What follows belongs to an exercise in optimizing a design on an open flow for small area; a production flow would make more cautious choices.
Only simulation tests tie the RTL to the original design; equivalence was not proved.
No driver is modelled on the clock port, so clocking that relies on it looks cheaper here than on a real chip.
No activity file was given, so power comes from the tool's default toggle rates.

## flow/design.v

```verilog
module baud_rate_generator#(
  parameter CLK_FREQ = 50_000_000,
  parameter BAUD_RATE = 1200,
  parameter SAMPLING_RATE = 16,
  parameter MAX_TICKS = (CLK_FREQ + BAUD_RATE*SAMPLING_RATE - 1) / (BAUD_RATE*SAMPLING_RATE),
  parameter COUNT_WIDTH = $clog2(MAX_TICKS)
)(
  input  wire       i_clk,
  input  wire       i_rst_n,
  input  wire [1:0] i_bd_rate,
  output wire       o_tick
);
  localparam [11:0] Z  = 12'h440;    
  localparam [11:0] S0 = 12'h700,    
                    S1 = 12'h748,    
                    S2 = 12'h402,    
                    S3 = 12'h708;    
  reg [11:0] max_state;
  reg [11:0] counter;
  always @(*) begin
    case (i_bd_rate)
      2'b00:   max_state = S0;
      2'b01:   max_state = S1;
      2'b10:   max_state = S2;
      default: max_state = S3;
    endcase
  end
  assign o_tick = (counter == max_state);
  wire fb = counter[11] ^ counter[8] ^ counter[6] ^ counter[5] ^ ~|counter[10:0];
  always @(posedge i_clk, negedge i_rst_n) begin
    if(!i_rst_n)
      counter <= Z;
    else if(o_tick)
      counter <= Z;
    else
      counter <= {counter[10:0], fb};
  end
endmodule
module fifo#(
  parameter WIDTH = 8,
  parameter DEPTH = 8
)(
  input wire              i_clk,
  input wire              i_rst_n,
  input wire  [WIDTH-1:0] i_wr_data,
  input wire              i_wr,
  input wire              i_rd,
  output wire [WIDTH-1:0] o_rd_data,
  output wire             o_full,
  output wire             o_empty
);
  localparam AW = $clog2(DEPTH);
  reg [WIDTH-1:0] mem [0:DEPTH-1];
  reg [AW:0] wr_ptr, rd_ptr;
  assign o_full  = (wr_ptr[AW] != rd_ptr[AW]) && (wr_ptr[AW-1:0] == rd_ptr[AW-1:0]);
  assign o_empty = (rd_ptr == wr_ptr);
  wire do_wr = i_wr && (!o_full || i_rd);
  wire do_rd = i_rd && (!o_empty || i_wr);
  always @(posedge i_clk) begin
    if(do_wr)
      mem[wr_ptr[AW-1:0]] <= i_wr_data;
  end
  always @(posedge i_clk, negedge i_rst_n) begin
    if(!i_rst_n)
      wr_ptr <= 'b0;
    else if(do_wr)
      wr_ptr <= wr_ptr + 1'b1;
  end
  always @(posedge i_clk, negedge i_rst_n) begin
    if(!i_rst_n)
      rd_ptr <= 'b0;
    else if(do_rd)
      rd_ptr <= rd_ptr + 1'b1;
  end
  reg [WIDTH-1:0] rd_data;
  integer i;
  always @(*) begin
    rd_data = {WIDTH{1'b0}};
    for (i = 0; i < DEPTH; i = i + 1)
      rd_data = rd_data | (mem[i] & {WIDTH{rd_ptr[AW-1:0] == i}});
  end
  assign o_rd_data = rd_data;
endmodule
module rx#(
  parameter DBITS = 8,
  parameter SBITS = 2,
  parameter SAMPLING_RATE = 16
)(
  input  wire             i_clk,
  input  wire             i_rst_n,
  input  wire             i_rx,
  input  wire             i_s_tick,
  input  wire             i_d_num,
  input  wire             i_s_num,
  input  wire [1:0]       i_par,
  output wire [2:0]       o_err,         
  output wire             o_rx_done,
  output wire [DBITS-1:0] o_rx_data
);
  localparam [2:0]  IDLE  = 3'b000,
                    START = 3'b001,
                    PRTY  = 3'b010,
                    STOP  = 3'b100;    
  reg stop_err, start_err, parity_err;
  reg stop_check, start_check, parity_check;
  reg d_reg, d_next;
  reg [2:0] q_reg, q_next;
  reg [3:0] s_reg, s_next;
  reg [DBITS-1:0] b_reg, b_next;
  reg rx_done;
  wire [3:0] s_step = {s_reg[2:0], s_reg[3] ^ s_reg[2] ^ ~|s_reg[2:0]};
  wire s_end  = (s_reg == 4'd13);                                
  wire s_15   = (s_reg == 4'd8);                                 
  wire sb_end = s_end & (q_reg[0] != i_s_num);
  wire [2:0] n_step = {q_reg[1:0], q_reg[2] ^ q_reg[1] ^ ~|q_reg[1:0]};
  wire n_last = (q_reg == (i_d_num ? 3'd4 : 3'd6));            
  assign o_err = {stop_err, parity_err, start_err};
  always @(posedge i_clk, negedge i_rst_n) begin
    if(!i_rst_n)
      start_err <= 1'b0;
    else if(start_check)
      start_err <= i_rx;
  end
  always @(posedge i_clk, negedge i_rst_n) begin
    if(!i_rst_n)
      stop_err <= 1'b0;
    else if(stop_check)
      stop_err <= ~i_rx;
  end
  always @(posedge i_clk, negedge i_rst_n) begin
    if(!i_rst_n)
      parity_err <= 1'b0;
    else if(parity_check)
      parity_err <= ^(b_reg[DBITS-1:1]) ^ (i_d_num & b_reg[0]) ^ i_rx ^ ~i_par[0];
  end
  always @(posedge i_clk, negedge i_rst_n) begin
    if(!i_rst_n) begin
      d_reg <= 1'b0;
      q_reg <= IDLE;
      b_reg[DBITS-1] <= 1'b0;
    end
    else begin
      d_reg <= d_next;
      q_reg <= q_next;
      b_reg[DBITS-1] <= b_next[DBITS-1];
    end
  end
  always @(posedge i_clk) begin
    s_reg <= s_next;
    b_reg[DBITS-2:0] <= b_next[DBITS-2:0];
  end
  always @(*) begin
    d_next = d_reg;
    q_next = q_reg;
    s_next = s_reg;
    b_next = b_reg;
    rx_done = 1'b0;
    start_check = 1'b0;
    parity_check = 1'b0;
    stop_check = 1'b0;
    if(d_reg) begin
      if(i_s_tick) begin
        s_next = s_step;
        if(s_end) begin
          b_next = {i_rx, b_reg[DBITS-1:1]};
          if(n_last) begin
            d_next = 1'b0;
            q_next = ^(i_par)? PRTY : STOP;
          end
          else begin
            q_next = n_step;
          end
        end
      end
    end
    else begin
      casez (q_reg)
        IDLE: begin
          s_next = 0;
          if(!i_rx)
            q_next = START;
        end
        START: begin
          if(i_s_tick) begin
            s_next = s_step;
            if(s_end) begin
              d_next = 1'b1;
              q_next = 0;
              start_check = 1'b1;
            end
          end
        end
        PRTY: begin
          if(i_s_tick) begin
            s_next = s_step;
            if(s_end) begin
              parity_check = 1'b1;
              q_next = STOP;
            end
          end
        end
        3'b10?: begin
          if(i_s_tick) begin
            s_next = s_step;
            if(sb_end) begin
              q_next = IDLE;
              stop_check = 1'b1;
              rx_done = 1'b1;
            end
            else if(s_15)
              q_next[0] = ~q_reg[0];
          end
        end
        default: begin
          q_next = IDLE;
        end
      endcase
    end
  end
  assign o_rx_data = i_d_num? b_reg : {1'b0, b_reg[DBITS-1:1]};
  assign o_rx_done = rx_done;
endmodule
module tx#(
  parameter DBITS = 8,
  parameter SBITS = 2,
  parameter SAMPLING_RATE = 16
)(
  input  wire             i_clk,
  input  wire             i_rst_n,
  input  wire             i_tx_start,
  input  wire [DBITS-1:0] i_tx_data,
  input  wire             i_s_tick,
  input  wire             i_d_num,         
  input  wire             i_s_num,         
  input  wire [1:0]       i_par,           
  output wire             o_tx_done,
  output wire             o_tx
);
  localparam [2:0]  IDLE  = 3'b000,
                    START = 3'b001,
                    PRTY  = 3'b010,
                    STOP  = 3'b100;    
  reg pbit;
  reg d_reg, d_next;
  reg [2:0] q_reg, q_next;
  reg [3:0] s_reg, s_next;
  reg n_wrap, n_wrap_next;
  reg tx_reg, tx_next;
  reg tx_done;
  reg dbit;
  wire [3:0] s_step  = {s_reg[2:0], s_reg[3] ^ s_reg[2] ^ ~|s_reg[2:0]};
  wire       s_last  = (s_reg == 4'd8);                         
  wire       sb_last = s_last & (q_reg[0] == i_s_num);
  wire [2:0] n_step  = {q_reg[1:0], q_reg[2] ^ q_reg[1] ^ ~|q_reg[1:0]};
  wire       n_7     = (q_reg == 3'd4);                         
  wire       n_last  = i_d_num ? n_7 : (q_reg == 3'd6);         
  always @(*) begin
    case (q_reg)
      3'd0:    dbit = i_tx_data[0];
      3'd1:    dbit = i_tx_data[1];
      3'd2:    dbit = i_tx_data[2];
      3'd5:    dbit = i_tx_data[3];
      3'd3:    dbit = i_tx_data[4];
      3'd7:    dbit = i_tx_data[5];
      3'd6:    dbit = i_tx_data[6];
      default: dbit = i_tx_data[7];
    endcase
  end
  always @(*) begin
    pbit = ^(i_tx_data[DBITS-2:0]) ^ (i_d_num & i_tx_data[DBITS-1]) ^ ~i_par[0];
  end
  always @(posedge i_clk, negedge i_rst_n) begin
    if(!i_rst_n) begin
      d_reg <= 1'b0;
      q_reg <= IDLE;
      tx_reg <= 1'b1;
    end
    else begin
      d_reg <= d_next;
      q_reg <= q_next;
      tx_reg <= tx_next;
    end
  end
  always @(posedge i_clk) begin
    s_reg <= s_next;
    n_wrap <= n_wrap_next;
  end
  always @(*) begin
    d_next = d_reg;
    q_next = q_reg;
    s_next = s_reg;
    n_wrap_next = n_wrap;
    tx_next = 1'b1;
    tx_done = 1'b0;
    if(d_reg) begin
      tx_next = dbit & ~n_wrap;
      if(i_s_tick) begin
        s_next = s_step;
        if(s_last) begin
          if(n_last) begin
            d_next = 1'b0;
            q_next = ^(i_par)? PRTY : STOP;
          end
          else begin
            q_next = n_step;
            if(n_7)
              n_wrap_next = 1'b1;
          end
        end
      end
    end
    else begin
      casez (q_reg)
        IDLE: begin
          tx_next = 1'b1;
          s_next = 0;
          if(i_tx_start)
            q_next = START;
        end
        START: begin
          tx_next = 1'b0;
          if(i_s_tick) begin
            s_next = s_step;
            if(s_last) begin
              d_next = 1'b1;
              q_next = 0;
              n_wrap_next = 1'b0;
            end
          end
        end
        PRTY: begin
          tx_next = pbit;
          if(i_s_tick) begin
            s_next = s_step;
            if(s_last)
              q_next = STOP;
          end
        end
        3'b10?: begin
          tx_next = 1'b1;
          if(i_s_tick) begin
            s_next = s_step;
            if(sb_last) begin
              tx_done = 1'b1;
              q_next = IDLE;
            end
            else if(s_last)
              q_next[0] = ~q_reg[0];
          end
        end
        default: begin
          q_next = IDLE;
        end
      endcase
    end
  end
  assign o_tx = tx_reg;
  assign o_tx_done = tx_done;
endmodule
module uart#(
  parameter CLK_FREQ = 50_000_000,
  parameter BAUD_RATE = 1200,
  parameter SAMPLING_RATE = 16,
  parameter DBITS = 8,
  parameter SBITS = 2,
  parameter FIFO_DEPTH = 8
)(
  input  wire             i_clk,
  input  wire             i_rst_n,
  input  wire             i_wr_uart,
  input  wire             i_rd_uart,
  input  wire [DBITS-1:0] i_wr_data,
  input  wire [1:0]       i_bd_rate,
  input  wire             i_d_num,
  input  wire             i_s_num,
  input  wire [1:0]       i_par,
  input  wire             i_rx,
  output wire             o_tx,
  output wire             o_rx_empty,
  output wire             o_tx_full,
  output wire             o_rx_full,
  output wire [2:0]       o_err,
  output wire [DBITS-1:0] o_rd_data
);
  wire s_tick;
  wire [DBITS-1:0] tx_fifo_rd_data;
  wire [DBITS-1:0] rx_fifo_wr_data;
  wire tx_fifo_empty, tx_fifo_not_empty;
  wire tx_fifo_rd;
  wire rx_fifo_wr;
  assign tx_fifo_not_empty = ~tx_fifo_empty;
  baud_rate_generator#(
    .CLK_FREQ(CLK_FREQ),
    .BAUD_RATE(BAUD_RATE),
    .SAMPLING_RATE(SAMPLING_RATE)
  ) baud_rate_generator_u(
    .i_clk(i_clk),
    .i_rst_n(i_rst_n),
    .i_bd_rate(i_bd_rate),
    .o_tick(s_tick)
  );
  fifo#(
    .WIDTH(DBITS),
    .DEPTH(FIFO_DEPTH)
  ) tx_fifo(
    .i_clk(i_clk),
    .i_rst_n(i_rst_n),
    .i_wr_data(i_wr_data),
    .i_wr(i_wr_uart),
    .i_rd(tx_fifo_rd),
    .o_rd_data(tx_fifo_rd_data),
    .o_full(o_tx_full),
    .o_empty(tx_fifo_empty)
  );
  tx#(
    .DBITS(DBITS),
    .SBITS(SBITS),
    .SAMPLING_RATE(SAMPLING_RATE)
  ) tx_u(
    .i_clk(i_clk),
    .i_rst_n(i_rst_n),
    .i_tx_start(tx_fifo_not_empty),
    .i_tx_data(tx_fifo_rd_data),
    .i_s_tick(s_tick),
    .i_d_num(i_d_num),
    .i_s_num(i_s_num),
    .i_par(i_par),
    .o_tx_done(tx_fifo_rd),
    .o_tx(o_tx)
  );
  fifo#(
    .WIDTH(DBITS),
    .DEPTH(FIFO_DEPTH)
  ) rx_fifo(
    .i_clk(i_clk),
    .i_rst_n(i_rst_n),
    .i_wr_data(rx_fifo_wr_data),
    .i_wr(rx_fifo_wr),
    .i_rd(i_rd_uart),
    .o_rd_data(o_rd_data),
    .o_full(o_rx_full),
    .o_empty(o_rx_empty)
  );
  rx#(
    .DBITS(DBITS),
    .SBITS(SBITS),
    .SAMPLING_RATE(SAMPLING_RATE)
  ) rx_u(
    .i_clk(i_clk),
    .i_rst_n(i_rst_n),
    .i_rx(i_rx),
    .i_s_tick(s_tick),
    .i_d_num(i_d_num),
    .i_s_num(i_s_num),
    .i_par(i_par),
    .o_err(o_err),
    .o_rx_done(rx_fifo_wr),
    .o_rx_data(rx_fifo_wr_data)
  );
endmodule
```

## flow/flow/run.sh

```bash
#!/bin/bash
# The standard layout, changed in four ways that leave the design and
# its registers as the standard synthesis makes them:
#  - synthesis maps the logic with an area-oriented ABC script
#    (flow/abc_area.script) instead of ORFS's speed script, and leaves
#    adders to ABC instead of mapping them to half/full-adder cells first
#    (ADDER_MAP_FILE empty); everything else in synthesis (synth_recipe.tcl
#    and ORFS's synth.tcl) is unchanged;
#  - floorplanning removes the buffers synthesis left (REMOVE_ABC_BUFFERS),
#    which the standard flow otherwise removes only in timing-driven global
#    placement (turned off in config.mk);
#  - each port gets a buf_1 instead of ORFS's default port buffer;
#  - the clock tree is built by flow/cts_tree.tcl (run as ORFS's
#    PRE_CTS_TCL hook): one root buffer and 11 leaf buffers over k-means
#    clusters of the flip-flops, instead of TritonCTS's 17-buffer H-tree.
set -euo pipefail
HERE=$PWD
rm -rf "$HERE/orfs_scripts"
cp -r "$FLOW_HOME/scripts" "$HERE/orfs_scripts"
cp "$HERE/flow/abc_area.script" "$HERE/orfs_scripts/abc_speed.script"
bash standard.sh SCRIPTS_DIR="$HERE/orfs_scripts" ADDER_MAP_FILE= synth > "$HERE/synth.log" 2>&1
export REMOVE_ABC_BUFFERS=1
export BUFFER_PORTS_ARGS="-buffer_cell sky130_fd_sc_hd__buf_1"
export PRE_CTS_TCL="$HERE/flow/cts_tree.tcl"
export CTS_ARGS="-dont_use_dummy_load -buf_list {sky130_fd_sc_hd__clkbuf_8}"
bash standard.sh > "$HERE/standard.log" 2>&1
```

## flow/flow/abc_area.script

```
strash
&get -n
&deepsyn -T 30 -S 1
&put
dch -f
&get -n
&nf -R 1000 -p
&put
strash
dc2
strash
&get -n
&deepsyn -T 30 -S 1
&put
dch -f
&get -n
&nf -R 1000 -p
&put
topo
```

## flow/flow/cts_tree.tcl

```tcl
# Builds the clock tree by hand: the clock port drives one root buffer, which
# drives NLEAF leaf buffers, each driving one cluster of flip-flops. The
# clusters come from k-means on the flip-flop positions, with sizes kept
# near-equal so every leaf sees a similar load.
proc mytree_build {nleaf rootm leafm} {
  set db [ord::get_db]
  set block [ord::get_db_block]
  set clk [$block findNet i_clk]
  set sinks {}
  foreach it [$clk getITerms] {
    set inst [$it getInst]
    set bb [$inst getBBox]
    lappend sinks [list $it [expr {([$bb xMin] + [$bb xMax]) / 2.0}] [expr {([$bb yMin] + [$bb yMax]) / 2.0}]]
  }
  set n [llength $sinks]
  set cap [expr {int(ceil(double($n) / $nleaf))}]
  # initial centres: sinks sorted by x then split, seeded along a grid
  set sorted [lsort -real -index 1 $sinks]
  set centres {}
  for {set k 0} {$k < $nleaf} {incr k} {
    set s [lindex $sorted [expr {int(($k + 0.5) * $n / $nleaf)}]]
    lappend centres [list [lindex $s 1] [lindex $s 2]]
  }
  for {set iter 0} {$iter < 30} {incr iter} {
    # capacitated assignment: greedily give each sink its nearest centre
    # with room, sinks taken in order of how much they prefer their best
    set prefs {}
    set i 0
    foreach s $sinks {
      set ds {}
      set k 0
      foreach c $centres {
        set dx [expr {[lindex $s 1] - [lindex $c 0]}]
        set dy [expr {[lindex $s 2] - [lindex $c 1]}]
        lappend ds [list $k [expr {abs($dx) + abs($dy)}]]
        incr k
      }
      set ds [lsort -real -index 1 $ds]
      set gap [expr {[lindex $ds 1 1] - [lindex $ds 0 1]}]
      lappend prefs [list $i $gap $ds]
      incr i
    }
    set prefs [lsort -real -decreasing -index 1 $prefs]
    for {set k 0} {$k < $nleaf} {incr k} { set cnt($k) 0 }
    array unset asg
    foreach p $prefs {
      foreach d [lindex $p 2] {
        set k [lindex $d 0]
        if {$cnt($k) < $cap} { set asg([lindex $p 0]) $k; incr cnt($k); break }
      }
    }
    set newc {}
    for {set k 0} {$k < $nleaf} {incr k} { set sx($k) 0.0; set sy($k) 0.0 }
    set i 0
    foreach s $sinks {
      set k $asg($i)
      set sx($k) [expr {$sx($k) + [lindex $s 1]}]
      set sy($k) [expr {$sy($k) + [lindex $s 2]}]
      incr i
    }
    for {set k 0} {$k < $nleaf} {incr k} {
      if {$cnt($k) > 0} {
        lappend newc [list [expr {$sx($k) / $cnt($k)}] [expr {$sy($k) / $cnt($k)}]]
      } else {
        lappend newc [lindex $centres $k]
      }
    }
    set centres $newc
  }
  set rm [$db findMaster $rootm]
  set lm [$db findMaster $leafm]
  # root at the centre of the leaf centres
  set rx 0.0; set ry 0.0
  foreach c $centres { set rx [expr {$rx + [lindex $c 0]}]; set ry [expr {$ry + [lindex $c 1]}] }
  set rx [expr {int($rx / $nleaf)}]; set ry [expr {int($ry / $nleaf)}]
  set root [odb::dbInst_create $block $rm "clkbuf_root"]
  $root setLocation $rx $ry
  $root setPlacementStatus PLACED
  set rnet [odb::dbNet_create $block "clknet_root"]
  $rnet setSigType CLOCK
  [$root findITerm A] connect $clk
  [$root findITerm X] connect $rnet
  for {set k 0} {$k < $nleaf} {incr k} {
    set c [lindex $centres $k]
    set leaf [odb::dbInst_create $block $lm "clkbuf_leaf_$k"]
    $leaf setLocation [expr {int([lindex $c 0])}] [expr {int([lindex $c 1])}]
    $leaf setPlacementStatus PLACED
    set net($k) [odb::dbNet_create $block "clknet_leaf_$k"]
    $net($k) setSigType CLOCK
    [$leaf findITerm A] connect $rnet
    [$leaf findITerm X] connect $net($k)
  }
  set i 0
  foreach s $sinks {
    set it [lindex $s 0]
    $it disconnect
    $it connect $net($asg($i))
    incr i
  }
  for {set k 0} {$k < $nleaf} {incr k} { puts "mytree: leaf $k drives $cnt($k) flip-flops" }
}

set mytree_nleaf 11
mytree_build $mytree_nleaf sky130_fd_sc_hd__clkbuf_8 sky130_fd_sc_hd__clkbuf_8
set_propagated_clock [all_clocks]
estimate_parasitics -placement
for {set k 0} {$k < $mytree_nleaf} {incr k} {
  set slew [get_property [get_pins clkbuf_leaf_$k/X] slew_max]
  puts "mytree: leaf $k output slew $slew ns"
  if {$slew > 0.110} {
    replace_cell [get_cells clkbuf_leaf_$k] sky130_fd_sc_hd__clkbuf_16
    puts "mytree: leaf $k upsized to clkbuf_16"
  }
}
set mytree_nets [list i_clk clknet_root]
for {set k 0} {$k < $mytree_nleaf} {incr k} { lappend mytree_nets clknet_leaf_$k }
set_cts_config -skip_nets $mytree_nets
```

## flow/standard.sh

```bash
#!/bin/bash
# synth_recipe.tcl (not shown) runs the flow's synth.tcl, then flattens the netlist and writes it again
# the make line also repeats each setting of config.mk as NAME=value (left out here)
make -C /OpenROAD-flow-scripts/flow DESIGN_CONFIG=/design/flow/config.mk WORK_HOME=/design/flow/orfs CLKGATE_MAP_FILE= SYNTH_SCRIPT=/design/flow/synth_recipe.tcl "${@:-finish}"
```

## flow/config.mk

```make
export PLATFORM = sky130hd
export DESIGN_NAME = uart
export DESIGN_NICKNAME = uart
export VERILOG_FILES = /design/flow/design.v
export SDC_FILE = /design/flow/constraint.sdc
export NUM_CORES = 4
export LEC_CHECK = 0
export CAP_MARGIN = 0
export CORE_MARGIN = 2
export CORE_UTILIZATION = 70
export GPL_TIMING_DRIVEN = 0
export SLEW_MARGIN = 0
```

## flow/constraint.sdc

```tcl
create_clock -name core_clock -period 20.0 [get_ports {i_clk}]
set_input_delay 4.0000 -clock core_clock [delete_from_list [all_inputs] [get_ports {i_clk}]]
set_output_delay 4.0000 -clock core_clock [all_outputs]
set_load 0.01 [all_outputs]
```

==> results of run 1 <==
[how the worst max path moves through the flow]
stage / from / to
finish: i_bd_rate[0] / tx_fifo.mem[7][1]$_DFFE_PP_
CTS: i_bd_rate[1] / rx_fifo.mem[0][3]$_DFFE_PP_
global placement: i_bd_rate[1] / rx_fifo.mem[4][3]$_DFFE_PP_
floorplan: i_bd_rate[1] / tx_fifo.mem[7][0]$_DFFE_PP_
detailed placement: i_bd_rate[0] / rx_fifo.mem[0][3]$_DFFE_PP_
global route: i_bd_rate[0] / tx_fifo.mem[7][1]$_DFFE_PP_
[where the power goes]
group / switching (mW) / leakage, nW / internal (mW)
Clock: 0.106 / 0.0965 / 0.0626
Combinational: 0.0557 / 0.830 / 0.0348
Sequential: 0.0215 / 1.85 / 0.446
Total: 0.184 / 2.78 / 0.543
[metal layers]
| metal | vias up | GRT usage, % | wire, um |
|---|---|---|---|
| li1 | 2137 | - | - |
| met1 | 2248 | 36.7 | 6250 |
| met2 | 184 | 44.0 | 7360 |
| met3 | 21 | 3.19 | 1180 |
| met4 | 0 | 6.04 | 254 |
| met5 | - | 0 | 0 |
[worst reg2reg max path, stage by stage, from the launching register on]
cell      delay [ns]
dfrtp_1         0.39
nor4_1          0.40
nand3_1         0.11
or3_1           0.61
nor3_1          0.60
and3b_1         0.28
o21ai_0         0.20
nand2b_1        0.29
nand2b_1        0.23
nor2b_1         0.84
[cell usage after synthesis, types with 2 or more instances]
cell type and instances:
mux2i_1 2, and3b_1 5, xor2_1 15, nand3_1 7, nor3b_1 9, nand2_1 25
a21oi_1 19, nor2_1 39, clkinv_1 9, and2_0 7, edfxtp_1 144, mux2_1 10
or3_1 4, nand2b_1 12, a22oi_1 54, nor2b_1 9, a22o_1 11, nor3_1 12
o211ai_1 3, a211oi_1 3, and3_1 6, dfstp_2 3, xnor2_1 28, buf_1 4
a21o_1 2, nor4_1 2, a221oi_1 5, o21ai_0 12, a31oi_1 5, nand4_1 12
dfrtp_1 38, buf_4 3
[stage by stage]
stage	worst slack [ns]	power (mW)	utilization [%]	hold WS (ns)
3_3_place_gp	11.93	0.560	73.3	0.358
3_5_place_dp	11.85	0.566	73.6	0.369
6_report	12.41	0.727	75.6	0.371
4_1_cts	12.32	0.728	75.4	0.385
5_1_grt	12.15	0.757	75.6	0.389
2_1_floorplan	13.04	0.536	-	0.354
[kinds of logic after synthesis]
group	share of synthesized area, %
DFF	70.3
buffers and inverters	0.936
muxes	1.74
AOI/OAI and AO/OA	11.4
and+or+nand+nor	10.7
xor gates and xnor gates	4.94
[layout make-up]
cell class	count	area, sq um	share of cell area [%]
Multi-Input combinational cell	332	2210	27.3
Timing Repair Buffer	35	158	1.94
Tap cell	140	175	2.16
Sequential cell	185	5350	65.9
Inverter	9	33.8	0.416
Buffer	12	188	2.31
==> metrics.md, run 1 <==
| Metric | Value |
|---|---|
| Status | complete, no violations |
| RD Place Congestion | about 0.82 |
| Leak | around 2.8 nW |
| # placed instances | 700 |
| Hold crit path type | reg2reg |
| Top post-synthesis cells by area | edfxtp_1, dfrtp_1, a22oi_1 |
| Input/output buffers | 33 |
| Global Route Usage Sum | roughly a quarter |
| Hold buffer count at CTS | 0 |
| Post-route setup TNS | 0 ns |
| First-pass DRT Iterations | 4 |
| Initial core utilization | between 70% and 80% |
| RR Startpoint | baud_rate_generator_u.counter[0]$_DFF_PN0_ |
| Post-route cell area | around 8000 sq um |
| WP depth | 11 |
| Worst r2r dst | tx_fifo.mem[7][1]$_DFFE_PP_ |
| MaxCap Viol Count | 0 |
| Setup CP Type | in2reg |
| Area growth, synth to finish | 6.60% |
| Final Slew Violations | 0 |
| Relative slew slack | ~5.5% |
| Post-synthesis cell area | ~7600 sq um |
| Syn. warnings | 4 |
| Min cycle time layout | 7.59 ns |
| Initial antenna violation count | 0 |
| CTS clock-pin slew for the worst setup and hold paths | about 0.1 ns |
| Hold Crit Start | baud_rate_generator_u.counter[7]$_DFF_PN0_ |
| Max stage delay on crit path | 0.84 ns |
| Commonest non-fill, non-tap cell in the layout | edfxtp_1 |
| Placed inst area | approximately 7900 sq um |
| Final hold vios | 0 |
| #FFs+latches synth | between 150 and 200 |
| Crit path max-delay family | simple AND/OR/NAND/NOR gates |
| CP Data Arrival Time | around 7.6 ns |
| Synth top area share | a little under three fifths |
| Worst setup EP type | flip-flop |
| Crit path buf inv count | 1 |
| DR vias | between 4000 and 5000 |
| Fmax | 132 MHz |
| Nets | 594 |
| Vias per inst | around 6.4 |
| Netlist cell types | between 40 and 50 |
| Clk latency of the worst-skew pair | about 0.44 ns |
| Worst path cell trace | buf_1 > nor2b_1 > nor4bb_1 > a31oi_1 > or3_1 > nor3_1 > and3b_1 > o21ai_0 > nand2b_1 > nand2b_1 > nor2b_1 |
| Avg WL per Cell | 21.1 um |
| Final period util | between 30% and 40% |
| Synth Flop Type | edfxtp_1 |
| Remaining antenna violation count | 0 |
| R2R Setup Slk | roughly 16 ns |
| Critical Path RT | roughly 20 ns |
| Crit-path max FO | 17 |
| Post-CTS Setup Inserts | 0 |
| Async SR Flop Fraction | around 22% |
| First-pass GRT wire length | between 20000 and 25000 um |
| Die Area | between 10000 and 15000 sq um |
| WL final | about 15000 um |
| Die Y-Extent | between 100 and 150 um |
| VDD IR-drop max | about 0.000087 V |
| FP Rows | 38 |
| GRT overflow | 0 |
| Post-CTS Resized | 0 |
| Number of enable flip-flop cells after synthesis | between 100 and 150 |
| Largest net degree at the start of global routing | 22 |
| Post-synthesis average cell area | 14.3 sq um |
| Cells on Worst Hold Path | 0 |
| Pwr dens | between 80 and 90 nW/um^2 |
| Cell taking the most area after synthesis | edfxtp_1 |
| Top Ports | 34 |
| Worst Hold Endpoint | baud_rate_generator_u.counter[8]$_DFF_PN0_ |
| Final cell count without fillers | slightly above 700 |
| Fin Clk Skew | approximately 0.023 ns |
| Worst-Margin Slew | between 1 and 1.5 ns |
| # DRC | 0 |
| RSZ-0062 raised after global routing | false |
| Die width | about 110 um |
| Number of global-route vias before repair | between 4000 and 5000 |
| Starting DRT DRC Count | 351 |
| Hpwl dp | ~9900 um |
| ANT cells | 0 |
| FILL cells | about 700 |
| Worst r2r path cells | 9 |
| Finish-stage setup viols | 0 |
| CP startpoint kind | input port |
| Slowest CP cell | nor2b_1 |
| Synth Instances | approximately 530 |
| Most frequent cells in the layout | edfxtp_1, a22oi_1, nor2_1 |
| Placeable Area | between 10000 and 15000 sq um |
| Layout cells sized above 1 | 3.84% |
| Seq/Total Area, Yosys | between 70 and 80% |
==> run 2, diff against run 1 <==
==> flow/flow/abc_area.script (replaced) <==
strash
&get -n
&deepsyn -T 30 -S 1
&put
dch -f
&get -n
&nf -R 1000
&put
strash
dc2
strash
&get -n
&deepsyn -T 30 -S 1
&put
dch -f
&get -n
&nf -R 1000
&put
topo
==> metrics.md, run 2 <==
| Metric | Value |
|---|---|
| Status | complete, no violations (unchanged) |
| Die Area | 11800 sq um (was 11700 sq um) |
| Post-route cell area | 8100 sq um (was 8120 sq um) |
| Final hold vios | 0 (unchanged) |
| Synth top area share | 56.6% (was 56.8%) |
| #FFs+latches synth | 185 (unchanged) |
| Post-route setup TNS | 0 ns (unchanged) |
| Nets | 599 (was 594) |
| FP Rows | 38 (unchanged) |
| Final Util | 75.3% (was 75.6%) |
| Min cycle time layout | 7.30 ns (was 7.59 ns) |
| RSZ-0062 raised after global routing | false (unchanged) |
| Placed inst area | 7910 sq um (about the same) |
| Slowest CP cell | nor3_1 (was nor2b_1) |
| Synth Flop Type | edfxtp_1 (unchanged) |
| WL final | 15000 um (about the same) |
| Most instantiated cells after synthesis | edfxtp_1, a22oi_1, nor2_1, dfrtp_1, xnor2_1 (unchanged) |
| Crit path buf inv count | 2 (was 1) |
| Most frequent cells in the layout | edfxtp_1, a22oi_1, nor2_1 (unchanged) |
| Fin Clk Skew | 0.0137 ns (was 0.0227 ns) |
| Initial antenna violation count | 0 (unchanged) |
| Hold crit path type | reg2reg (unchanged) |
| DR vias | 4629 (was 4590) |
| Final period util | 36.5% (was 37.9%) |
| Pwr dens | 97.6 nW/um^2 (was 89.5 nW/um^2) |
| Remaining antenna violation count | 0 (unchanged) |
| Clock power share | 20.9% (was 23.2%) |
| Avg WL per Cell | 20.9 um (was 21.1 um) |
| Fmax | 137 MHz (was 132 MHz) |
| Number of global-route vias before repair | 4508 (was 4398) |
| # DRC | 0 (unchanged) |
| Most common cell in the netlist | edfxtp_1 (unchanged) |
| Post-synthesis cell area | 7640 sq um (was 7620 sq um) |
| CTS clock-pin slew for the worst setup and hold paths | 0.10 ns (about the same) |
| GRT overflow | 0 (unchanged) |
| Netlist cell types | 43 (was 46) |
| Post-CTS Setup Inserts | 0 (unchanged) |
| RD Place Congestion | 0.866 (was 0.823) |
| Initial core utilization | 71.1% (was 70.9%) |
| Async SR Flop Fraction | 22.2% (unchanged) |
| CP Data Arrival Time | 7.36 ns (was 7.64 ns) |
| CP startpoint kind | input port (unchanged) |
| Setup CP Type | in2reg (unchanged) |
| Vias per inst | 6.45 (was 6.44) |
| Hpwl dp | 9860 um (was 9870 um) |
| VDD IR-drop max | 0.0000782 V (was 0.0000866 V) |
| Seq/Total Area, Yosys | 70.1% (was 70.3%) |
| Finish-stage setup viols | 0 (unchanged) |
| First-pass GRT wire length | 23000 um (was 22900 um) |
| MaxCap Viol Count | 0 (unchanged) |
| Cell taking the most area after synthesis | edfxtp_1 (unchanged) |
| Crit-path max FO | 16 (was 17) |
| Post-synthesis average cell area | 14.2 sq um (was 14.3 sq um) |
| Switch share | 29.1% (was 25.3%) |
| Critical Path RT | 20.06 ns (was 20.05 ns) |
| Top post-synthesis cells by area | edfxtp_1, dfrtp_1, a22oi_1 (unchanged) |
| Post-CTS Resized | 0 (unchanged) |
| Leak | 2.78 nW (about the same) |
| Syn. warnings | 4 (unchanged) |
| Top Ports | 34 (unchanged) |
| Power Internal | 0.560 mW (was 0.543 mW) |
| Part of the power in registers | 59.0% (was 64.3%) |
| Number of enable flip-flop cells after synthesis | 144 (unchanged) |
| Worst-Margin Slew | 1.31 ns (was 1.41 ns) |
| Synth Instances | 539 (was 533) |
| Global Route Usage Sum | 25.6% (was 26.0%) |
| FILL cells | 661 (was 697) |
| Worst setup EP type | flip-flop (unchanged) |
| Starting DRT DRC Count | 396 (was 351) |
| P_sw | 0.230 mW (was 0.184 mW) |
| Placeable Area | 10700 sq um (unchanged) |
| Area growth, synth to finish | 5.94% (was 6.60%) |
| Max stage delay on crit path | 0.98 ns (was 0.84 ns) |
| First-pass DRT Iterations | 7 (was 4) |
| Logic gate share of total power | 20.1% (was 12.4%) |
| Worst path cell trace | buf_1 > nor2b_1 > xnor2_1 > o2111ai_1 > nand4bb_1 > nor4_1 > o21ai_0 > clkinv_1 > nand2_1 > nor3_1 (was buf_1 > nor2b_1 > nor4bb_1 > a31oi_1 > or3_1 > nor3_1 > and3b_1 > o21ai_0 > nand2b_1 > nand2b_1 > nor2b_1) |
| Clk latency of the worst-skew pair | 0.44 ns (about the same) |
| Die width | 108 um (about the same) |
| Hold buffer count at CTS | 0 (unchanged) |
| Die Y-Extent | 108 um (about the same) |
| Commonest non-fill, non-tap cell in the layout | edfxtp_1 (unchanged) |
| Crit path max-delay family | simple AND/OR/NAND/NOR gates (unchanged) |
| Relative slew slack | 12.6% (was 5.50%) |
| Final Slew Violations | 0 (unchanged) |
| Layout cells sized above 1 | 3.29% (was 3.84%) |
| Largest net degree at the start of global routing | 42 (was 22) |
| Input/output buffers | 33 (unchanged) |
| ANT cells | 0 (unchanged) |
[run 2: changes by cell type after synthesis, sizes merged, moves of 3 or more]
cell	before	now
mux2	10	13
a22oi	54	49
and3	6	10
nor2	39	45
a221oi	5	8
or3	4	1
xnor2	28	32
nand2	25	31
nand2b	12	9
nor2b	9	6
a21oi	19	16
a22o	11	16
nor3b	9	6
[run 2: metal layers]
layer,track usage (%),vias to the layer above,wire [um]
met5,0,-,0
met4,4.30,0,298
met3,2.83,22,1010
met2,45.9,170,7830
met1,34.8,2296,5880
li1,-,2141,-
[run 2: cell families after synthesis]
family                 count (synthesis)  share of synthesized area, %
flip-flops                           185                          70.1
multiplexers                          14                          2.05
AND/OR/NAND/NOR                      160                          10.8
XOR/XNOR                              47                          5.39
AO/OA/AOI/OAI                        115                          10.7
buffers and inverters                 18                          1.03
[run 2: layout make-up]
type | count | area [sq um] | share of cell area [%]
sequential | 185 | 5350 | 66.1
multi-input combinational | 336 | 2220 | 27.4
buffer | 12 | 176 | 2.18
tap | 140 | 175 | 2.16
timing repair buffer | 34 | 130 | 1.61
inverter | 11 | 41.3 | 0.510
[run 2: stage by stage]
stage | hold WS, ns | cells | total power, mW | worst slack (ns)
floorplan | 0.354 | 532 | 0.579 | 13.27
global placement | 0.363 | 705 | 0.627 | 12.24
detailed placement | 0.369 | 706 | 0.634 | 12.01
CTS | 0.390 | 718 | 0.791 | 12.46
global route | 0.401 | 718 | 0.826 | 12.29
finish | 0.389 | 718 | 0.790 | 12.70
[run 2: worst paths after layout]
check,from,end,slack [ns],cells after the start
worst min-delay path,baud_rate_generator_u.counter[4]$_DFF_PN0_,baud_rate_generator_u.counter[5]$_DFF_PN0_,0.39,0
max in group asynchronous,i_rst_n,rx_fifo.wr_ptr[0]$_DFFE_PN0P_,15.72,1
worst min register to register,baud_rate_generator_u.counter[4]$_DFF_PN0_,baud_rate_generator_u.counter[5]$_DFF_PN0_,0.39,0
worst max-delay path,i_bd_rate[0],tx_fifo.mem[0][4]$_DFFE_PP_,12.70,10
min in group asynchronous,i_rst_n,rx_fifo.wr_ptr[3]$_DFFE_PN0P_,3.69,1
worst max register to register,baud_rate_generator_u.counter[0]$_DFF_PN0_,tx_fifo.mem[0][4]$_DFFE_PP_,15.85,8
[run 2: power by group through the flow]
stage | Sequential [mW] | Clock [mW] | Combinational [mW]
final | 0.466 | 0.165 | 0.159
after global routing | 0.469 | 0.180 | 0.177
after CTS | 0.466 | 0.166 | 0.160
after detailed placement | 0.474 | 0 | 0.159
after global placement | 0.472 | 0 | 0.155
after floorplan | 0.469 | 0 | 0.110
==> run 3, diff against run 2 <==
--- a/flow/design.v
+++ b/flow/design.v
@@ -51,14 +51,16 @@
 );
   localparam AW = $clog2(DEPTH);
   reg [WIDTH-1:0] mem [0:DEPTH-1];
-  reg [AW:0] wr_ptr, rd_ptr;
-  assign o_full  = (wr_ptr[AW] != rd_ptr[AW]) && (wr_ptr[AW-1:0] == rd_ptr[AW-1:0]);
-  assign o_empty = (rd_ptr == wr_ptr);
+  reg [AW-1:0] wr_ptr, rd_ptr;
+  reg          wrap_diff;
+  wire same = (wr_ptr == rd_ptr);
+  assign o_full  = same & wrap_diff;
+  assign o_empty = same & ~wrap_diff;
   wire do_wr = i_wr && (!o_full || i_rd);
   wire do_rd = i_rd && (!o_empty || i_wr);
   always @(posedge i_clk) begin
     if(do_wr)
-      mem[wr_ptr[AW-1:0]] <= i_wr_data;
+      mem[wr_ptr] <= i_wr_data;
   end
   always @(posedge i_clk, negedge i_rst_n) begin
     if(!i_rst_n)
@@ -72,12 +74,18 @@
     else if(do_rd)
       rd_ptr <= rd_ptr + 1'b1;
   end
+  always @(posedge i_clk, negedge i_rst_n) begin
+    if(!i_rst_n)
+      wrap_diff <= 1'b0;
+    else
+      wrap_diff <= wrap_diff ^ (do_wr & (&wr_ptr)) ^ (do_rd & (&rd_ptr));
+  end
   reg [WIDTH-1:0] rd_data;
   integer i;
   always @(*) begin
     rd_data = {WIDTH{1'b0}};
     for (i = 0; i < DEPTH; i = i + 1)
-      rd_data = rd_data | (mem[i] & {WIDTH{rd_ptr[AW-1:0] == i}});
+      rd_data = rd_data | (mem[i] & {WIDTH{rd_ptr == i}});
   end
   assign o_rd_data = rd_data;
 endmodule
==> flow/flow/abc_area.script (replaced) <==
strash
&get -n
&deepsyn -T 30 -S 1
&put
dch -f
&get -n
&nf -R 1000 -p
&put
strash
dc2
strash
&get -n
&deepsyn -T 30 -S 1
&put
dch -f
&get -n
&nf -R 1000 -p
&put
topo
==> metrics.md, run 3 <==
| Metric | Value |
|---|---|
| Worst-Margin Slew | 1.40 ns (was 1.31 ns) |
| Synth Area in Adders | 0% (unchanged) |
| Post-synthesis cell area | 7570 sq um (was 7640 sq um) |
| GRT overflow | 0 (unchanged) |
| Worst r2r path cells | 9 (was 8) |
| Hpwl dp | 10400 um (was 9860 um) |
| Crit path buf inv count | 2 (unchanged) |
| Largest net degree at the start of global routing | 27 (was 42) |
| Global Route Usage Sum | 26.9% (was 25.6%) |
| #FFs+latches synth | 183 (was 185) |
| VDD IR-drop max | 0.0000662 V (was 0.0000782 V) |
| WL final | 15500 um (was 15000 um) |
| Main combinational cell family by area after synthesis | simple AND/OR/NAND/NOR gates (unchanged) |
| Clk latency of the worst-skew pair | 0.44 ns (about the same) |
| Die Y-Extent | 108 um (about the same) |
| ANT cells | 0 (unchanged) |
| Remaining antenna violation count | 0 (unchanged) |
| Seq/Total Area, Yosys | 70.1% (about the same) |
| R2R Setup Slk | 15.35 ns (was 15.85 ns) |
| Post-CTS Setup Inserts | 0 (unchanged) |
| Cells on Worst Hold Path | 0 (unchanged) |
| Avg WL per Cell | 21.7 um (was 20.9 um) |
| Synth top area share | 57.1% (was 56.6%) |
| Starting DRT DRC Count | 579 (was 396) |
| Cell taking the most area after synthesis | edfxtp_1 (unchanged) |
| WL met1 | 6310 um (was 5880 um) |
| Min cycle time layout | 8.01 ns (was 7.30 ns) |
| MaxCap Viol Count | 0 (unchanged) |
| Most common cell in the netlist | edfxtp_1 (unchanged) |
| First-pass DRT Iterations | 5 (was 7) |
| Final period util | 40.0% (was 36.5%) |
| Async SR Flop Fraction | 21.3% (was 22.2%) |
| DR vias | 4682 (was 4629) |
| Most instantiated cells after synthesis | edfxtp_1, a22oi_1, nand2_1, dfrtp_1, nor2_1 (was edfxtp_1, a22oi_1, nor2_1, dfrtp_1, xnor2_1) |
| Worst r2r dst | tx_fifo.mem[7][2]$_DFFE_PP_ (was tx_fifo.mem[0][4]$_DFFE_PP_) |
| Proportion of synthesized area in mux cells | 1.59% (was 2.05%) |
| Setup CP Type | in2reg (unchanged) |
| Placed inst area | 7860 sq um (was 7910 sq um) |
| Crit path max-delay family | simple AND/OR/NAND/NOR gates (unchanged) |
| Most frequent cells in the layout | edfxtp_1, a22oi_1, nand2_1 (was edfxtp_1, a22oi_1, nor2_1) |
| Fmax | 125 MHz (was 137 MHz) |
| Worst path cell trace | buf_1 > nand2b_1 > nor4b_1 > o21ai_1 > buf_4 > or4_1 > nor4_1 > o21ai_0 > nand2b_1 > nand2b_1 > nor2b_1 (was buf_1 > nor2b_1 > xnor2_1 > o2111ai_1 > nand4bb_1 > nor4_1 > o21ai_0 > clkinv_1 > nand2_1 > nor3_1) |
| Slowest CP cell | nor2b_1 (was nor3_1) |
| Highest routed layer | met4 (unchanged) |
| Hold crit path type | reg2reg (unchanged) |
| Commonest non-fill, non-tap cell in the layout | edfxtp_1 (unchanged) |
| Nets | 602 (was 599) |
| Max stage delay on crit path | 0.83 ns (was 0.98 ns) |
| Number of global-route vias before repair | 4570 (was 4508) |
| Initial antenna violation count | 0 (unchanged) |
| Layout cells sized above 1 | 3.44% (was 3.29%) |
| Crit-path most repeated cell | nand2b_1 |
| Hold buffer count at CTS | 0 (unchanged) |
| Synth Instances | 541 (was 539) |
| Vias per inst | 6.53 (was 6.45) |
| Post-synthesis average cell area | 14.0 sq um (was 14.2 sq um) |
| Crit-path max FO | 13 (was 16) |
| Syn. warnings | 4 (unchanged) |
| Die width | 108 um (about the same) |
| Input/output buffers | 33 (unchanged) |
| Area growth, synth to finish | 6.08% (was 5.94%) |
| FP Rows | 37 (was 38) |
| Post-Synth XOR/XNOR Area | 4.98% (was 5.39%) |
| Top Ports | 34 (unchanged) |
| Netlist cell types | 44 (was 43) |
| First-pass GRT wire length | 23900 um (was 23000 um) |
| Initial core utilization | 72.7% (was 71.1%) |
| Synth Area in Compound Gates | 10.4% (was 10.7%) |
| Worst Hold Endpoint | baud_rate_generator_u.counter[3]$_DFF_PN0_ (was baud_rate_generator_u.counter[5]$_DFF_PN0_) |
| Total power draw | 0.667 mW (was 0.790 mW) |
| CTS clock-pin slew for the worst setup and hold paths | 0.10 ns (about the same) |
| Final Slew Violations | 0 (unchanged) |
| Pwr dens | 83.1 nW/um^2 (was 97.6 nW/um^2) |
| Worst setup EP type | flip-flop (unchanged) |
| Met3 Wirelength | 1150 um (was 1010 um) |
| RSZ-0062 raised after global routing | false (unchanged) |
| Die Area | 11700 sq um (was 11800 sq um) |
| WHS | 0.387 ns (was 0.389 ns) |
| Fin Clk Skew | 0.0162 ns (was 0.0137 ns) |
| Status | complete, no violations (unchanged) |
| Synth Flop Type | edfxtp_1 (unchanged) |
| Relative slew slack | 6.28% (was 12.6%) |
| Number of enable flip-flop cells after synthesis | 144 (unchanged) |
| Critical Path RT | 20.06 ns (about the same) |
| Post-Synth Simple-Gate Area | 11.6% (was 10.8%) |
| Post-route setup TNS | 0 ns (unchanged) |
| Hold Crit Start | baud_rate_generator_u.counter[2]$_DFF_PN0_ (was baud_rate_generator_u.counter[4]$_DFF_PN0_) |
| Post-route cell area | 8030 sq um (was 8100 sq um) |
| Final hold vios | 0 (unchanged) |
| CP Data Arrival Time | 8.06 ns (was 7.36 ns) |
| CP startpoint kind | input port (unchanged) |
| RR Startpoint | baud_rate_generator_u.counter[8]$_DFF_PN0_ (was baud_rate_generator_u.counter[0]$_DFF_PN0_) |
| Finish-stage setup viols | 0 (unchanged) |
| # DRC | 0 (unchanged) |
| Met2 routed WL | 7800 um (was 7830 um) |
| Post-CTS Resized | 0 (unchanged) |
| Top post-synthesis cells by area | edfxtp_1, dfrtp_1, a22oi_1 (unchanged) |
| Leak | 2.79 nW (was 2.78 nW) |
| Placeable Area | 10400 sq um (was 10700 sq um) |
| RD Place Congestion | 0.822 (was 0.866) |
[run 3: kinds of logic (layout without fill, tap and decap cells)]
| family | Yosys count | in the layout |
|---|---|---|
| flip-flops | 183 | 183 |
| AND/OR/NAND/NOR | 169 | 169 |
| AO/OA/AOI/OAI | 111 | 111 |
| XOR/XNOR | 43 | 43 |
| buffers and inverters | 24 | 64 |
| multiplexers | 11 | 11 |
[run 3: power by group]
group	total (mW)	leakage, nW	switching, mW	internal [mW]
registers	0.449	1.82	0.0155	0.433
logic	0.0609	0.882	0.0388	0.0220
clock network	0.157	0.0863	0.103	0.0540
[run 3: per-stage QoR]
step,setup slack [ns],utilization [%],cells
finish,11.99,77.1,717
global route,11.75,77.1,717
CTS,12.07,77.0,717
detailed placement,11.71,75.5,705
global placement,11.16,75.1,703
floorplan,12.94,-,534
[run 3: area by class of cell]
cell class | count | area [sq um]
Buffer | 12 | 165
Fill cell | 630 | 2390
Inverter | 17 | 63.8
Multi-Input combinational cell | 334 | 2170
Sequential cell | 183 | 5300
Tap cell | 136 | 170
Timing Repair Buffer | 35 | 153
[run 3: worst max path at each step]
stage	start	endpoint	slack, ns	cells past startpoint
2_1_floorplan	i_bd_rate[0]	tx_fifo.mem[7][0]$_DFFE_PP_	12.94	9
3_3_place_gp	i_bd_rate[0]	tx_fifo.mem[1][0]$_DFFE_PP_	11.16	9
3_5_place_dp	i_bd_rate[0]	tx_fifo.mem[7][0]$_DFFE_PP_	11.71	11
4_1_cts	i_bd_rate[0]	tx_fifo.mem[7][7]$_DFFE_PP_	12.07	11
5_1_grt	i_bd_rate[0]	tx_fifo.mem[7][7]$_DFFE_PP_	11.75	11
6_report	i_bd_rate[0]	tx_fifo.mem[7][2]$_DFFE_PP_	11.99	11
[run 3: worst register-to-register path, cell delays in order (launching register included)]
cell      delay (ns)
dfrtp_1         0.43
nor4b_1         0.45
o21ai_1         0.23
buf_4           0.24
or4_1           0.61
nor4_1          0.67
o21ai_0         0.31
nand2b_1        0.29
nand2b_1        0.22
nor2b_1         0.83
[run 3: layer usage]
layer,track usage [%],vias to the layer above
li1,-,2142
met1,39.2,2324
met2,45.1,195
met3,2.41,21
met4,6.32,0
met5,0,-
==> run 4, diff against run 3 <==
--- a/flow/config.mk
+++ b/flow/config.mk
@@ -5,8 +5,8 @@
 export SDC_FILE = /design/flow/constraint.sdc
 export NUM_CORES = 4
 export LEC_CHECK = 0
-export CAP_MARGIN = 0
+export CAP_MARGIN = 10
 export CORE_MARGIN = 2
 export CORE_UTILIZATION = 70
 export GPL_TIMING_DRIVEN = 0
-export SLEW_MARGIN = 0
+export SLEW_MARGIN = 10
==> metrics.md, run 4 <==
| Metric | Value |
|---|---|
| Final Slew Violations | 0 (unchanged) |
| Most frequent cells in the layout | edfxtp_1, a22oi_1, nand2_1 (unchanged) |
| Leak | 2.82 nW (was 2.79 nW) |
| Starting DRT DRC Count | 545 (was 579) |
| Relative slew slack | 15.6% (was 6.28%) |
| Final period util | 38.9% (was 40.0%) |
| Most instantiated cells after synthesis | edfxtp_1, a22oi_1, nand2_1, dfrtp_1, nor2_1 (unchanged) |
| Die Area | 11700 sq um (unchanged) |
| Number of enable flip-flop cells after synthesis | 144 (unchanged) |
| Post-synthesis cell area | 7570 sq um (unchanged) |
| Worst-Margin Slew | 1.26 ns (was 1.40 ns) |
| Seq/Total Area, Yosys | 70.1% (unchanged) |
| Avg WL per Cell | 21.6 um (was 21.7 um) |
| First-pass GRT wire length | 24100 um (was 23900 um) |
| Hpwl dp | 10400 um (about the same) |
| WL met1 | 6380 um (was 6310 um) |
| Status | complete, no violations (unchanged) |
| Finish-stage setup viols | 0 (unchanged) |
| Initial core utilization | 72.7% (unchanged) |
| CP Data Arrival Time | 7.82 ns (was 8.06 ns) |
| Netlist cell types | 44 (unchanged) |
| MaxCap Viol Count | 0 (unchanged) |
| Post-CTS Setup Inserts | 0 (unchanged) |
| Min cycle time layout | 7.77 ns (was 8.01 ns) |
| # DRC | 0 (unchanged) |
| Fin Clk Skew | 0.0235 ns (was 0.0162 ns) |
| Pwr dens | 83.3 nW/um^2 (was 83.1 nW/um^2) |
| Hold crit path type | reg2reg (unchanged) |
| Met2 routed WL | 7660 um (was 7800 um) |
| Remaining antenna violation count | 0 (unchanged) |
| Die Y-Extent | 108 um (unchanged) |
| Final hold vios | 0 (unchanged) |
| Synth Flop Type | edfxtp_1 (unchanged) |
| Initial antenna violation count | 0 (unchanged) |
| ANT cells | 0 (unchanged) |
| Post-synthesis average cell area | 14.0 sq um (unchanged) |
| Top Ports | 34 (unchanged) |
| VDD IR-drop max | 0.0000787 V (was 0.0000662 V) |
| Async SR Flop Fraction | 21.3% (unchanged) |
| CP startpoint kind | input port (unchanged) |
| Global Route Usage Sum | 27.1% (was 26.9%) |
| Worst setup EP type | flip-flop (unchanged) |
| GRT overflow | 0 (unchanged) |
| Layout cells sized above 1 | 4.48% (was 3.44%) |
| Setup CP Type | in2reg (unchanged) |
| Cell taking the most area after synthesis | edfxtp_1 (unchanged) |
| Syn. warnings | 4 (unchanged) |
| FILL cells | 620 (was 630) |
| Hold buffer count at CTS | 0 (unchanged) |
| Input/output buffers | 33 (unchanged) |
| R2R Setup Slk | 15.38 ns (was 15.35 ns) |
| Highest routed layer | met4 (unchanged) |
| Nets | 602 (unchanged) |
| Largest net degree at the start of global routing | 27 (unchanged) |
| CTS clock-pin slew for the worst setup and hold paths | 0.10 ns (about the same) |
| Number of global-route vias before repair | 4623 (was 4570) |
| Die width | 108 um (unchanged) |
| RSZ-0062 raised after global routing | false (unchanged) |
| Vias per inst | 6.53 (about the same) |
| Top post-synthesis cells by area | edfxtp_1, dfrtp_1, a22oi_1 (unchanged) |
| Area growth, synth to finish | 6.63% (was 6.08%) |
| WL final | 15500 um (about the same) |
| Post-CTS Resized | 0 (unchanged) |
| #FFs+latches synth | 183 (unchanged) |
| Synth top area share | 57.1% (unchanged) |
| Clk latency of the worst-skew pair | 0.44 ns (about the same) |
| Placeable Area | 10400 sq um (unchanged) |
| RD Place Congestion | 0.822 (unchanged) |
| Most common cell in the netlist | edfxtp_1 (unchanged) |
| FP Rows | 37 (unchanged) |
| Met3 Wirelength | 1120 um (was 1150 um) |
| Commonest non-fill, non-tap cell in the layout | edfxtp_1 (unchanged) |
| DR vias | 4684 (was 4682) |
| Crit-path max FO | 9 (was 13) |
| Post-route setup TNS | 0 ns (unchanged) |
| Synth Instances | 541 (unchanged) |
| Fmax | 129 MHz (was 125 MHz) |
| First-pass DRT Iterations | 5 (unchanged) |
| Final Util | 77.5% (was 77.1%) |
| Critical Path RT | 20.05 ns (was 20.06 ns) |
[run 4: changes by cell type in the layout (fill, tap and decap cells not counted)]
cell and change:
nor3_1 -3, nor3_2 +3, nor3b_1 -3, nor3b_2 +3
clkbuf_16 +1, clkbuf_8 -1
[run 4: critical path: stages]
cell and delay [ns]:
buf_1 0.10, nand2b_1 0.15, nor4b_1 0.25, o21ai_1 0.26
buf_4 0.25, or4_1 0.60, nor4_1 0.59, o21ai_0 0.28
nand2b_1 0.27, nand2b_1 0.21, nor2b_1 0.84
[run 4: cells by family (layout without fill, tap and decap cells)]
| logic type | after synthesis | in the layout | synth area share [%] |
|---|---|---|---|
| flip-flops | 183 | 183 | 70.1 |
| AND/OR/NAND/NOR | 169 | 169 | 11.6 |
| AO/OA/AOI/OAI | 111 | 111 | 10.4 |
| XOR/XNOR | 43 | 43 | 4.98 |
| buffers and inverters | 24 | 64 | 1.34 |
| multiplexers | 11 | 11 | 1.59 |
[run 4: through the flow]
step | setup WS [ns] | cell area, sq um | hold slack (ns) | std cells | total power [mW]
after global routing | 11.86 | 8070 | 0.403 | 717 | 0.696
after detailed placement | 11.79 | 7870 | 0.370 | 705 | 0.518
after global placement | 11.16 | 7830 | 0.360 | 703 | 0.514
after CTS | 12.22 | 8050 | 0.392 | 717 | 0.674
final | 12.23 | 8070 | 0.389 | 717 | 0.672
after floorplan | 12.94 | 7530 | 0.354 | 534 | 0.494
[run 4: per-layer routing]
layer / GRT usage, % / vias up
li1: - / 2138
met1: 39.5 / 2323
met2: 44.4 / 200
met3: 3.07 / 23
met4: 7.33 / 0
met5: 0 / -
[run 4: path summary, 6_finish.rpt]
kind / from / to / depth (start not counted)
max: i_bd_rate[0] / tx_fifo.mem[7][6]$_DFFE_PP_ / 11
min: baud_rate_generator_u.counter[4]$_DFF_PN0_ / baud_rate_generator_u.counter[5]$_DFF_PN0_ / 0
max reg2reg: baud_rate_generator_u.counter[5]$_DFF_PN0_ / tx_fifo.mem[7][6]$_DFFE_PP_ / 11
min reg2reg: baud_rate_generator_u.counter[4]$_DFF_PN0_ / baud_rate_generator_u.counter[5]$_DFF_PN0_ / 0
max in group asynchronous: i_rst_n / baud_rate_generator_u.counter[6]$_DFF_PN1_ / 2
min in group asynchronous: i_rst_n / rx_u.parity_err$_DFFE_PN0P_ / 1
[run 4: power breakdown]
| group | internal [mW] | switching (mW) |
|---|---|---|
| Combinational | 0.0222 | 0.0390 |
| Sequential | 0.433 | 0.0158 |
| Clock | 0.0582 | 0.104 |
| Total | 0.514 | 0.159 |
[run 4: layout make-up]
class                           count  area [sq um]  area share, %
Buffer                             12           176           2.19
Inverter                           17          63.8          0.791
Tap cell                          136           170           2.11
Multi-Input combinational cell    334          2200           27.3
Timing Repair Buffer               35           153           1.89
Sequential cell                   183          5300           65.7
==> run 5, diff against run 4 <==
--- a/flow/config.mk
+++ b/flow/config.mk
@@ -5,8 +5,8 @@
 export SDC_FILE = /design/flow/constraint.sdc
 export NUM_CORES = 4
 export LEC_CHECK = 0
-export CAP_MARGIN = 10
+export CAP_MARGIN = 20
 export CORE_MARGIN = 2
 export CORE_UTILIZATION = 70
 export GPL_TIMING_DRIVEN = 0
-export SLEW_MARGIN = 10
+export SLEW_MARGIN = 20
==> metrics.md, run 5 <==
| Metric | Value |
|---|---|
| Status | complete, no violations (unchanged) |
| Hold buffer count at CTS | 0 (unchanged) |
| Number of global-route vias before repair | 4539 (was 4623) |
| Top Ports | 34 (unchanged) |
| Layout cells sized above 1 | 5.34% (was 4.48%) |
| Crit-path most repeated cell | nand2b_1 (unchanged) |
| Worst r2r path cells | 10 (was 11) |
| Async SR Flop Fraction | 21.3% (unchanged) |
| Fin Clk Skew | 0.0152 ns (was 0.0235 ns) |
| FP Rows | 37 (unchanged) |
| WHS | 0.384 ns (was 0.389 ns) |
| First-pass DRT Iterations | 5 (unchanged) |
| Most instantiated cells after synthesis | edfxtp_1, a22oi_1, nand2_1, dfrtp_1, nor2_1 (unchanged) |
| Hpwl dp | 10300 um (was 10400 um) |
| Placeable Area | 10400 sq um (unchanged) |
| P_sw | 0.161 mW (was 0.159 mW) |
| Cell taking the most area after synthesis | edfxtp_1 (unchanged) |
| VDD IR-drop max | 0.0000774 V (was 0.0000787 V) |
| Most common cell in the netlist | edfxtp_1 (unchanged) |
| Slowest CP cell | nor2b_1 (unchanged) |
| Switch share | 24.0% (was 23.6%) |
| Commonest non-fill, non-tap cell in the layout | edfxtp_1 (unchanged) |
| Leak | 2.83 nW (was 2.82 nW) |
| Finish-stage setup viols | 0 (unchanged) |
| Hold Crit Start | baud_rate_generator_u.counter[2]$_DFF_PN0_ (was baud_rate_generator_u.counter[4]$_DFF_PN0_) |
| Post-synthesis cell area | 7570 sq um (unchanged) |
| GRT overflow | 0 (unchanged) |
| R2R Setup Slk | 15.45 ns (was 15.38 ns) |
| Final hold vios | 0 (unchanged) |
| Logic gate share of total power | 9.2% (was 9.1%) |
| Setup CP Type | in2reg (unchanged) |
| Critical Path RT | 20.06 ns (was 20.05 ns) |
| Post-CTS Resized | 0 (unchanged) |
| #FFs+latches synth | 183 (unchanged) |
| Hold crit path type | reg2reg (unchanged) |
| Syn. warnings | 4 (unchanged) |
| Relative slew slack | 28.3% (was 15.6%) |
| Part of the power in registers | 66.9% (was 66.8%) |
| Post-route setup TNS | 0 ns (unchanged) |
| Post-synthesis average cell area | 14.0 sq um (unchanged) |
| Initial core utilization | 72.7% (unchanged) |
| Area growth, synth to finish | 6.79% (was 6.63%) |
| Nets | 602 (unchanged) |
| Input/output buffers | 33 (unchanged) |
| Final period util | 38.6% (was 38.9%) |
| First-pass GRT wire length | 24000 um (was 24100 um) |
| # DRC | 0 (unchanged) |
| Global Route Usage Sum | 27.1% (about the same) |
| Max stage delay on crit path | 0.83 ns (was 0.84 ns) |
| Worst Hold Endpoint | baud_rate_generator_u.counter[3]$_DFF_PN0_ (was baud_rate_generator_u.counter[5]$_DFF_PN0_) |
| Synth top area share | 57.1% (unchanged) |
| Post-CTS Setup Inserts | 0 (unchanged) |
| Min cycle time layout | 7.71 ns (was 7.77 ns) |
| Clk latency of the worst-skew pair | 0.44 ns (about the same) |
| Remaining antenna violation count | 0 (unchanged) |
| Clock power share | 23.9% (was 24.1%) |
| Vias per inst | 6.46 (was 6.53) |
| Worst setup EP type | flip-flop (unchanged) |
| Worst r2r dst | tx_fifo.mem[7][5]$_DFFE_PP_ (was tx_fifo.mem[7][6]$_DFFE_PP_) |
| Crit-path max FO | 17 (was 9) |
| Initial antenna violation count | 0 (unchanged) |
| Largest net degree at the start of global routing | 27 (unchanged) |
| CP Data Arrival Time | 7.77 ns (was 7.82 ns) |
| Final Slew Violations | 0 (unchanged) |
| Fmax | 130 MHz (was 129 MHz) |
| RD Place Congestion | 0.822 (unchanged) |
| Cells on Worst Hold Path | 0 (unchanged) |
| Seq/Total Area, Yosys | 70.1% (unchanged) |
| CTS clock-pin slew for the worst setup and hold paths | 0.10 ns (about the same) |
| Die Area | 11700 sq um (unchanged) |
| ANT cells | 0 (unchanged) |
| Netlist cell types | 44 (unchanged) |
| Worst-Margin Slew | 1.07 ns (was 1.26 ns) |
| Die width | 108 um (unchanged) |
| CP startpoint kind | input port (unchanged) |
| RR Startpoint | baud_rate_generator_u.counter[5]$_DFF_PN0_ (unchanged) |
| Number of enable flip-flop cells after synthesis | 144 (unchanged) |
| Synth Instances | 541 (unchanged) |
| Most frequent cells in the layout | edfxtp_1, a22oi_1, nand2_1 (unchanged) |
| Synth Flop Type | edfxtp_1 (unchanged) |
| RSZ-0062 raised after global routing | false (unchanged) |
| Avg WL per Cell | 21.7 um (was 21.6 um) |
| Power Internal | 0.510 mW (was 0.514 mW) |
| DR vias | 4630 (was 4684) |
| Die Y-Extent | 108 um (unchanged) |
| Top post-synthesis cells by area | edfxtp_1, dfrtp_1, a22oi_1 (unchanged) |
| WL final | 15600 um (was 15500 um) |
| MaxCap Viol Count | 0 (unchanged) |
| Pwr dens | 83.0 nW/um^2 (was 83.3 nW/um^2) |
| Worst path cell trace | buf_1 > nand2b_1 > nor4b_1 > o21ai_2 > or4_1 > nor4_1 > o21ai_0 > nand2b_1 > nand2b_1 > nor2b_1 (was buf_1 > nand2b_1 > nor4b_1 > o21ai_1 > buf_4 > or4_1 > nor4_1 > o21ai_0 > nand2b_1 > nand2b_1 > nor2b_1) |
| Starting DRT DRC Count | 471 (was 545) |
run 5: cell types whose count changed in the layout (fill, tap and decap cells not counted):
cell,delta
clkbuf_8,+1
o21ai_2,+1
nor3b_2,+2
nor3_2,+2
clkbuf_16,-1
nor3b_1,-2
nor3_1,-2
o21ai_1,-1
run 5: final cells by class:
class / instances / area (sq um)
Fill cell: 602 / 2330
Buffer: 12 / 165
Timing Repair Buffer: 35 / 153
Inverter: 17 / 63.8
Sequential cell: 183 / 5300
Multi-Input combinational cell: 334 / 2230
Tap cell: 136 / 170
run 5: worst max-delay path: cells and delay by family:
| family | cells | cell delay (ns) |
|---|---|---|
| simple gates | 7 | 3.09 |
| buf+inv | 1 | 0.10 |
| compound gates | 2 | 0.58 |
run 5: per-layer routing:
metal	wire length, um	GRT usage, %
met1	6420	39.1
met2	7700	44.8
met3	1120	4.16
met5	0	0
met4	314	5.95
run 5: worst max path at each step:
stage                            start                           to  cells past startpoint
final                     i_bd_rate[0]  tx_fifo.mem[7][5]$_DFFE_PP_                     10
after global routing      i_bd_rate[0]  tx_fifo.mem[7][7]$_DFFE_PP_                     10
after CTS                 i_bd_rate[0]  tx_fifo.mem[7][7]$_DFFE_PP_                     10
after detailed placement  i_bd_rate[0]  tx_fifo.mem[7][0]$_DFFE_PP_                     10
after global placement    i_bd_rate[0]  tx_fifo.mem[1][0]$_DFFE_PP_                      9
after floorplan           i_bd_rate[0]  tx_fifo.mem[7][0]$_DFFE_PP_                      9
run 5: power by group through the flow:
stage	registers, mW	clock network [mW]	logic, mW
finish	0.449	0.161	0.0616
global route	0.451	0.173	0.0685
CTS	0.449	0.162	0.0622
detailed placement	0.457	0	0.0616
global placement	0.455	0	0.0587
floorplan	0.452	0	0.0420
run 5: cell families after synthesis:
kind of cell | after synthesis | share of synthesized area (%)
DFF | 183 | 70.1
and+or+nand+nor | 169 | 11.6
AOI/OAI and AO/OA | 111 | 10.4
xor gates and xnor gates | 43 | 4.98
buffers and inverters | 24 | 1.34
muxes | 11 | 1.59
run 5: metrics by stage:
stage	instance area (sq um)	std cells	worst slack (ns)	utilization, %	power [mW]
after detailed placement	7910	705	11.83	75.9	0.519
final	8080	717	12.29	77.6	0.671
after global routing	8080	717	11.95	77.6	0.693
after floorplan	7530	534	12.94	-	0.494
after CTS	8070	717	12.28	77.5	0.673
after global placement	7830	703	11.16	75.1	0.514

==> afterwards: timing with drivers on the ports <==
In the flow no input, the clock included, has a driving cell. The finished layouts below were timed again as built, in two steps.
Step 1, drivers: a clkbuf_16 drives i_clk and a buf_2 each remaining input, both assumed.
Step 2, shift: input delay + t, output delay - t, t = (earliest + latest rising clock arrival at the registers) / 2. This alone moves slack from input paths to output paths.
a / b / c = ideal ports / drivers / drivers and shift; a / b = the first two.
run | shift t [ns] | setup WS [ns] | worst setup path at the end | latest minus earliest clock arrival (ns)
run 1 | 0.468 | 12.411 / 12.421 / 11.953 | input to register | 0.023 / 0.023
run 2 | 0.468 | 12.695 / 12.709 / 12.241 | input to register | 0.016 / 0.016
run 3 | 0.464 | 11.994 / 12.007 / 11.543 | input to register | 0.017 / 0.016
run 4 | 0.467 | 12.229 / 12.241 / 11.774 | input to register | 0.024 / 0.024
run 5 | 0.466 | 12.288 / 12.300 / 11.834 | input to register | 0.015 / 0.015
After both steps setup and hold are still met in every run listed. For run 1, which loses most, drivers alone change the setup slack by +0.010 ns; drivers and shift together by -0.458 ns.
